What follows belongs to an exercise in optimizing a design on an open flow for small area, a short achievable clock period and few clock cycles per item; a production flow would make more cautious choices. The RTL was checked by simulation tests, not by an equivalence proof against the original design. Power figures rest on the tool's default switching activity, not on a simulated workload.

Setup of run A:
## mult32x32
module mult32x32 (
    input logic clk,             
    input logic reset,           
    input logic start,           
    input logic [31:0] a,        
    input logic [31:0] b,        
    output logic busy,           
    output logic [63:0] product  
);
Size in the first run: about 2500 cells after synthesis, about 130 flip-flops, about 130 I/O pins, ~27000 µm² of cells after synthesis.
clock: 12.0 ns
lec_check: 0
cap_margin: 20
core_margin: 2
core_utilization: 40
slew_margin: 20
synth_hierarchical: 1
synth_minimum_keep_size: 0
standard.sh (not shown) runs the stock make flow with config.mk's settings and CLKGATE_MAP_FILE= SYNTH_SCRIPT=/design/flow/synth_recipe.tcl, a recipe that flattens the netlist after the stock synthesis.
==> flow/flow/run.sh <==
#!/bin/bash
# Standard ORFS layout, with a plain buffer on each port and a tighter
# setup target for repair_timing.
set -euo pipefail
export BUFFER_PORTS_ARGS="-buffer_cell sky130_fd_sc_hd__buf_2"
export SETUP_SLACK_MARGIN=5.5
bash standard.sh > standard.log 2>&1
Testbench counts of run A, summed over its fixed seeds: cycles 3,200, items 3,200.
Modified inputs, run B compared to run A
-- flow/flow/run.sh --
<<< run A, line 6
export SETUP_SLACK_MARGIN=5.5
>>> run B, line 6
export SETUP_SLACK_MARGIN=5.25
Notes after the runs:
- Relative to run A, final period demand of the worst path increased by 0.18 ns in run B.
- Compared to run A, run B leaves more free space in the core.
- Changes observed in run B relative to run A: global routing usage summed across all routing layers saw an increase, total power saw a decrease.
- In run B, fraction of power consumed by sequential logic is higher than in run A.
- In the tables for run B and run A, layout overhead on the synthesized area reads lower with run B.
- When run B is measured against run A, its worst setup slack turns out 0.18 ns lower.
> inputs changed (run B -> run C)
-- flow/flow/run.sh --
<<< run B, line 5
export BUFFER_PORTS_ARGS="-buffer_cell sky130_fd_sc_hd__buf_2"
export SETUP_SLACK_MARGIN=5.25
>>> run C, line 5
export BUFFER_PORTS_ARGS="-buffer_cell sky130_fd_sc_hd__buf_4"
export SETUP_SLACK_MARGIN=5.5
Results
- Sum of routed wire segments on met1 (higher): run B
- Run B → run C: critical path depth shows a reduction of 1; total placed instance area climbed about 1.2%; non-clock buffer count shows a reduction of about 4%; number of optimization iterations in the first detailed-route pass higher.
- Run C — headroom to the max-slew limit 4.3 points lower, run B as reference
- On run C: growth of design area from synthesis to finish is 3.1 points higher than what run B gave.
- Looking at count of buffer and inverter cells on the critical path, run C sits 1 below run B.
- Sum of met3 wire segment lengths after detailed routing went up by a little under 10% going from run B to run C.
What run D does differently from run C at the input level:
Settings: putting CTS_BUF_LIST at sky130_fd_sc_hd__clkbuf_4 sky130_fd_sc_hd__clkbuf_8 where nothing was set.
-- flow/flow/run.sh --
<<< run C, line 5
export BUFFER_PORTS_ARGS="-buffer_cell sky130_fd_sc_hd__buf_4"
>>> run D, line 5
export BUFFER_PORTS_ARGS="-buffer_cell sky130_fd_sc_hd__buf_2"
## What came out
- Having completed the whole flow, run D delivered a layout that passed the timing, design-rule and antenna checks.
- Run C was carried through to the last stage, and its layout satisfied the timing, design-rule and antenna checks.
- Going from run C to run D, count of multi-input combinational gates down about 0.35%; sum of net half-perimeters after detailed placement -5.0%; combined buffer and inverter count along the critical path has increased; cell area after layout lower; first-iteration DRC count went up by 9.5%.
- Comparing wire length for run D and run C, the bigger number came from run C.
- Compared to run C, run D has post-route clock period utilization 0.22 points lower.
Here is what was changed in the inputs of run E compared with run D.
Settings: CTS_BUF_LIST: sky130_fd_sc_hd__clkbuf_4 sky130_fd_sc_hd__clkbuf_8 -> unset.
-- flow/flow/run.sh --
<<< run D, line 5
export BUFFER_PORTS_ARGS="-buffer_cell sky130_fd_sc_hd__buf_2"
>>> run E, line 5
export BUFFER_PORTS_ARGS="-buffer_cell sky130_fd_sc_hd__buf_1"
Run E: full flow OK, the timing, design-rule and antenna checks passed. The higher final critical delay including setup and external delays came out of run E. Looking at source of the critical timing path, the b[21] result is from run D; the b[13] one comes from run E. Run E — fraction of the core area covered by cells at the end of the flow 1.1 points higher, run D as reference. Comparing run E and run D, the higher total power draw was measured on run E. On run E: clock share of power is 1.8 points higher than what run D gave. Looking only at non-clock buffer count, and setting everything else aside, the higher value of run E and run D goes to run E. When run E is set beside run D, its fraction of area in multi-input gates turns out to be 0.66 points smaller. Relative to run D, measured slew at the worst slew-check pin has gone down in run E. Taking run D as the reference, in run E finished layout cell area rose by 2.4%; net load switching power rose by about 1.7%; sequential share of layout area fell by 0.31 points.

Setup of v11:
mult32x32, a different RTL version from the one above (not shown whole).
For scale: roughly 2800 cells after synthesis, ~130 flip-flops.
// mult32x32
module mult32x32 (
    input logic clk,             
    input logic reset,           
    input logic start,           
    input logic [31:0] a,        
    input logic [31:0] b,        
    output logic busy,           
    output logic [63:0] product  
);
logic upd_prod;
mult32x32_arith arith(.clk(clk),
                      .reset(reset),
                      .a(a),
                      .b(b),
                      .upd_prod(upd_prod),
                      .product(product));
mult32x32_fsm fsm(.start(start),
                  .busy(busy),
                  .upd_prod(upd_prod));
endmodule
==> flow/config.mk <==
export PLATFORM = sky130hd
export DESIGN_NAME = mult32x32
export DESIGN_NICKNAME = mult32x32
export VERILOG_FILES = /design/flow/design.v
export SDC_FILE = /design/flow/constraint.sdc
export NUM_CORES = 4
export LEC_CHECK = 0
export CAP_MARGIN = 20
export CORE_MARGIN = 2
export CORE_UTILIZATION = 50
export SLEW_MARGIN = 20
export SYNTH_HIERARCHICAL = 1
export SYNTH_MINIMUM_KEEP_SIZE = 0
==> flow/constraint.sdc <==
create_clock -name core_clock -period 12.0 [get_ports {clk}]
set_input_delay 2.4000 -clock core_clock [delete_from_list [all_inputs] [get_ports {clk}]]
set_output_delay 2.4000 -clock core_clock [all_outputs]
set_load 0.01 [all_outputs]
==> flow/flow/run.sh <==
#!/bin/bash
# Standard ORFS layout, with a plain buffer on each port and a tighter
# setup target for repair_timing.
set -euo pipefail
export BUFFER_PORTS_ARGS="-buffer_cell sky130_fd_sc_hd__buf_2"
export SETUP_SLACK_MARGIN=5.5
bash standard.sh > standard.log 2>&1
v11 completed end to end with timing, DRC and antenna clean.
Testbench counts of v11, summed over its fixed seeds: cycles 3,200, items 3,200.
The following lists how v12 was set up differently from v11:
--- a/flow/flow/run.sh
+++ b/flow/flow/run.sh
@@ -5,3 +5,3 @@
 export BUFFER_PORTS_ARGS="-buffer_cell sky130_fd_sc_hd__buf_2"
-export SETUP_SLACK_MARGIN=5.5
+export SETUP_SLACK_MARGIN=5
 bash standard.sh > standard.log 2>&1
--- a/flow/config.mk
+++ b/flow/config.mk
@@ -9,3 +9,3 @@
 export CORE_MARGIN = 2
-export CORE_UTILIZATION = 50
+export CORE_UTILIZATION = 40
 export SLEW_MARGIN = 20
Findings:
- v12 ended with every stage complete and zero timing, DRC or antenna violations.
- Going from v11 to v12, clock power shrank by a few percent.
- v11 reports its capturing instance or port of the critical path as arith.carry_q[43] while v12 reports arith.carry_q[36].
- Clock share of power of v11 is on par with v12.
- v11 was larger in final cell area than v12.
- Going from v11 to v12, worst path arrival time now sits higher; filler-free cell count of the finished design now sits higher.
The inputs of v38 differ from those of v12 as listed below.
--- a/flow/flow/run.sh
+++ b/flow/flow/run.sh
@@ -5,3 +5,3 @@
 export BUFFER_PORTS_ARGS="-buffer_cell sky130_fd_sc_hd__buf_2"
-export SETUP_SLACK_MARGIN=5
+export SETUP_SLACK_MARGIN=5.5
 bash standard.sh > standard.log 2>&1
==> comparison <==
In terms of largest stage delay on the critical path, v12 and v38 differ only marginally.
Between v12 and v38, the combinational fraction of design power figures differ only marginally.
Summary of v38 over v12: sequential share of cell area lower; worst-case setup margin in the final layout went up; layout clock buffer count went down; power density over cell area decreased about 2%.
Of the two values seen for highest signal layer in the routed design, met4 was produced by v12 and met5 by v38.
v38 ended with every stage complete and zero timing, DRC or antenna violations.
The inputs of v14 differ from those of v38 as listed below.
--- a/flow/flow/run.sh
+++ b/flow/flow/run.sh
@@ -5,3 +5,3 @@
 export BUFFER_PORTS_ARGS="-buffer_cell sky130_fd_sc_hd__buf_2"
-export SETUP_SLACK_MARGIN=5.5
+export SETUP_SLACK_MARGIN=6.5
 bash standard.sh > standard.log 2>&1
Results
All of v14 and v38 finish clean.
v14 against v38: worst setup slack after layout shows an increase of 0.32 ns; total detailed-routing wirelength shows an increase of 11%; maximum frequency shows an increase of 8.2 MHz.
Capture point of the worst path = arith.carry_q[35]: v14; capture point of the worst path = arith.carry_q[32]: v38
On v14: area growth from synthesis to layout is 25 points higher than what v38 gave.
Input-level comparison between v23 and v14:
--- a/flow/flow/run.sh
+++ b/flow/flow/run.sh
@@ -5,3 +5,3 @@
 export BUFFER_PORTS_ARGS="-buffer_cell sky130_fd_sc_hd__buf_2"
-export SETUP_SLACK_MARGIN=6.5
+export SETUP_SLACK_MARGIN=5
 bash standard.sh > standard.log 2>&1
--- a/flow/config.mk
+++ b/flow/config.mk
@@ -9,3 +9,3 @@
 export CORE_MARGIN = 2
-export CORE_UTILIZATION = 40
+export CORE_UTILIZATION = 60
 export SLEW_MARGIN = 20
- Cmp v14 and v23 / aggregate routed wire length / higher: v14
- From v14 to v23 the numbers moved as follows: global-route usage went up 8.7 points, fmax went down 12%, detailed-route wire length per cell went down 0.95 um, post-detailed-placement cell area went down 5.4%, via density per instance went up about 7%.
- Compared with v14, v23 improves reported leakage power.
- After synthesis and placement, the instance count of v23 is below that of v14.
- Uppermost layer routed: met4 -> v23, met5 -> v14

== job 2615 ==
RTL: one of the versions met above, not the one the previous note started from.
Size: about 130 flip-flops, ~130 I/O pins, roughly 27000 um^2 of cells after synthesis.
Settings: LEC_CHECK=0, CAP_MARGIN=20, CORE_MARGIN=2, CORE_UTILIZATION=40, CTS_BUF_LIST=sky130_fd_sc_hd__clkbuf_4 sky130_fd_sc_hd__clkbuf_8, SLEW_MARGIN=20, SYNTH_HIERARCHICAL=1, SYNTH_MINIMUM_KEEP_SIZE=0; clock period 12.0 ns.
==> flow/flow/run.sh <==
#!/bin/bash
# Standard ORFS layout, with a plain buffer on each port and a tighter
# setup target for repair_timing.
set -euo pipefail
export BUFFER_PORTS_ARGS="-buffer_cell sky130_fd_sc_hd__buf_2"
export SETUP_SLACK_MARGIN=5.4
bash standard.sh > standard.log 2>&1
Testbench counts of job 2615, summed over its fixed seeds: cycles 3,200, items 3,200.
> inputs changed (job 2615 -> job 7036)
==> flow/flow/run.sh <==
#!/bin/bash
# Standard ORFS layout, with a plain buffer on each port and a tighter
# setup target for repair_timing.
set -euo pipefail
export BUFFER_PORTS_ARGS="-buffer_cell sky130_fd_sc_hd__buf_2"
export SETUP_SLACK_MARGIN=5.6
bash standard.sh > standard.log 2>&1
Job 7036 completed end to end with timing, DRC and antenna clean. Lower global routing met3 resource utilization among job 2615 and job 7036: job 2615. Re final count of pins violating max slew: no difference whatsoever between job 2615 and job 7036. Of job 7036 and job 2615, it is job 7036 that has the higher clock buffer count. Job 7036 and job 2615 ended up with roughly the same final cell count. Comparing job 2615 and job 7036, register fraction of the total cell area is higher on job 2615. Job 2615 → job 7036: worst slew margin relative to its limit picked up an extra 1.4 points, post-CTS setup buffer count picked up an extra 2, power density normalized to cell area picked up an extra about 0.47%, wire length lost 0.35%, number of logic stages on the critical path including buffering lost 2.
The inputs of job 1621 differ from those of job 7036 as listed below.
==> flow/flow/run.sh <==
#!/bin/bash
# Standard ORFS layout, with a plain buffer on each port and a tighter
# setup target for repair_timing.
set -euo pipefail
export BUFFER_PORTS_ARGS="-buffer_cell sky130_fd_sc_hd__buf_2"
export SETUP_SLACK_MARGIN=5.5
bash standard.sh > standard.log 2>&1
-- flow/config.mk --
<<< job 7036, line 10
export CORE_UTILIZATION = 40
export CTS_BUF_LIST = sky130_fd_sc_hd__clkbuf_4 sky130_fd_sc_hd__clkbuf_8
export SLEW_MARGIN = 20
>>> job 1621, line 10
export CORE_UTILIZATION = 40
export SLEW_MARGIN = 20
<<< job 7036, line 14
export SYNTH_MINIMUM_KEEP_SIZE = 0
>>> job 1621, line 13
export SYNTH_MINIMUM_KEEP_SIZE = 0
export TNS_END_PERCENT = 30
==> summary.txt <==
For post-cts resize count, dividing the value from job 1621 by the value from job 7036 gives 0.833.
Comparing job 7036 against job 1621, there is no change at all in number of sinks driven by the clock tree.
Internal power, job 7036 and job 1621, lower one = job 7036.
Measured against each other, job 7036 and job 1621 differ in count of clock-buffer cells in the layout, the lower figure coming from job 1621.
Clock transition time at the flip-flop clock pins of the worst setup and hold paths of job 7036 is on par with job 1621.
Compared job 7036 against job 1621; minimum setup slack among reg-to-reg paths within noise.
Final period demand of the worst path: job 7036 and job 1621 compared, lower one is job 7036
Summary — met2 layer wire length in the routed design, job 1621 relative to job 7036: lower, by about 2%.
Diff job 7036 -> job 1621: arrival time reported for the critical path endpoint increased 40 ps; power spent charging and discharging nets shrank by about 1.5%.

port drivers added, routing unchanged:
No port has a modelled driver above. Below, the same layouts with a new extraction and two added sets of constraints.
Step 1 assumes that a clkbuf_16 drives the clock port and a buf_2 every other input.
Step 2 moves the port delays by t, midway between the first and last clock arrival at a register: inputs arrive t later, outputs are due t later. That takes back most of the time a late clock gives input paths.
a / b / c = no drivers / after step 1 / after step 2; a / b = the first two.
| run | shift t [ns] | slack for setup (ns) | worst setup path at the end | latest minus earliest clock arrival (ns) |
|---|---|---|---|---|
| run A | 0.497 | 5.576 / 5.553 / 5.105 | input to register | 0.016 / 0.015 |
| run B | 0.528 | 5.394 / 5.382 / 4.868 | input to register | 0.018 / 0.018 |
| run C | 0.503 | 5.537 / 5.556 / 5.053 | input to register | 0.028 / 0.028 |
| run D | 0.545 | 5.563 / 5.592 / 5.047 | input to register | 0.027 / 0.026 |
| run E | 0.491 | 5.528 / 5.562 / 5.070 | input to register | 0.017 / 0.017 |
| v11 | 0.501 | 5.544 / 5.582 / 5.081 | input to register | 0.011 / 0.012 |
| v12 | 0.504 | 5.106 / 5.142 / 4.638 | input to register | 0.013 / 0.012 |
| v38 | 0.497 | 5.529 / 5.555 / 5.058 | input to register | 0.020 / 0.020 |
| v14 | 0.494 | 5.854 / 5.873 / 5.378 | input to register | 0.015 / 0.015 |
| v23 | 0.490 | 5.004 / 5.045 / 4.555 | input to register | 0.017 / 0.016 |
| job 2615 | 0.557 | 5.451 / 5.400 / 4.962 | input to register | 0.021 / 0.021 |
| job 7036 | 0.536 | 5.650 / 5.680 / 5.144 | input to register | 0.025 / 0.025 |
| job 1621 | 0.503 | 5.557 / 5.572 / 5.081 | input to register | 0.016 / 0.016 |
After both steps every run listed still meets setup and hold. For run B, which loses most, drivers alone change the setup slack by -0.012 ns; drivers and shift together by -0.526 ns.
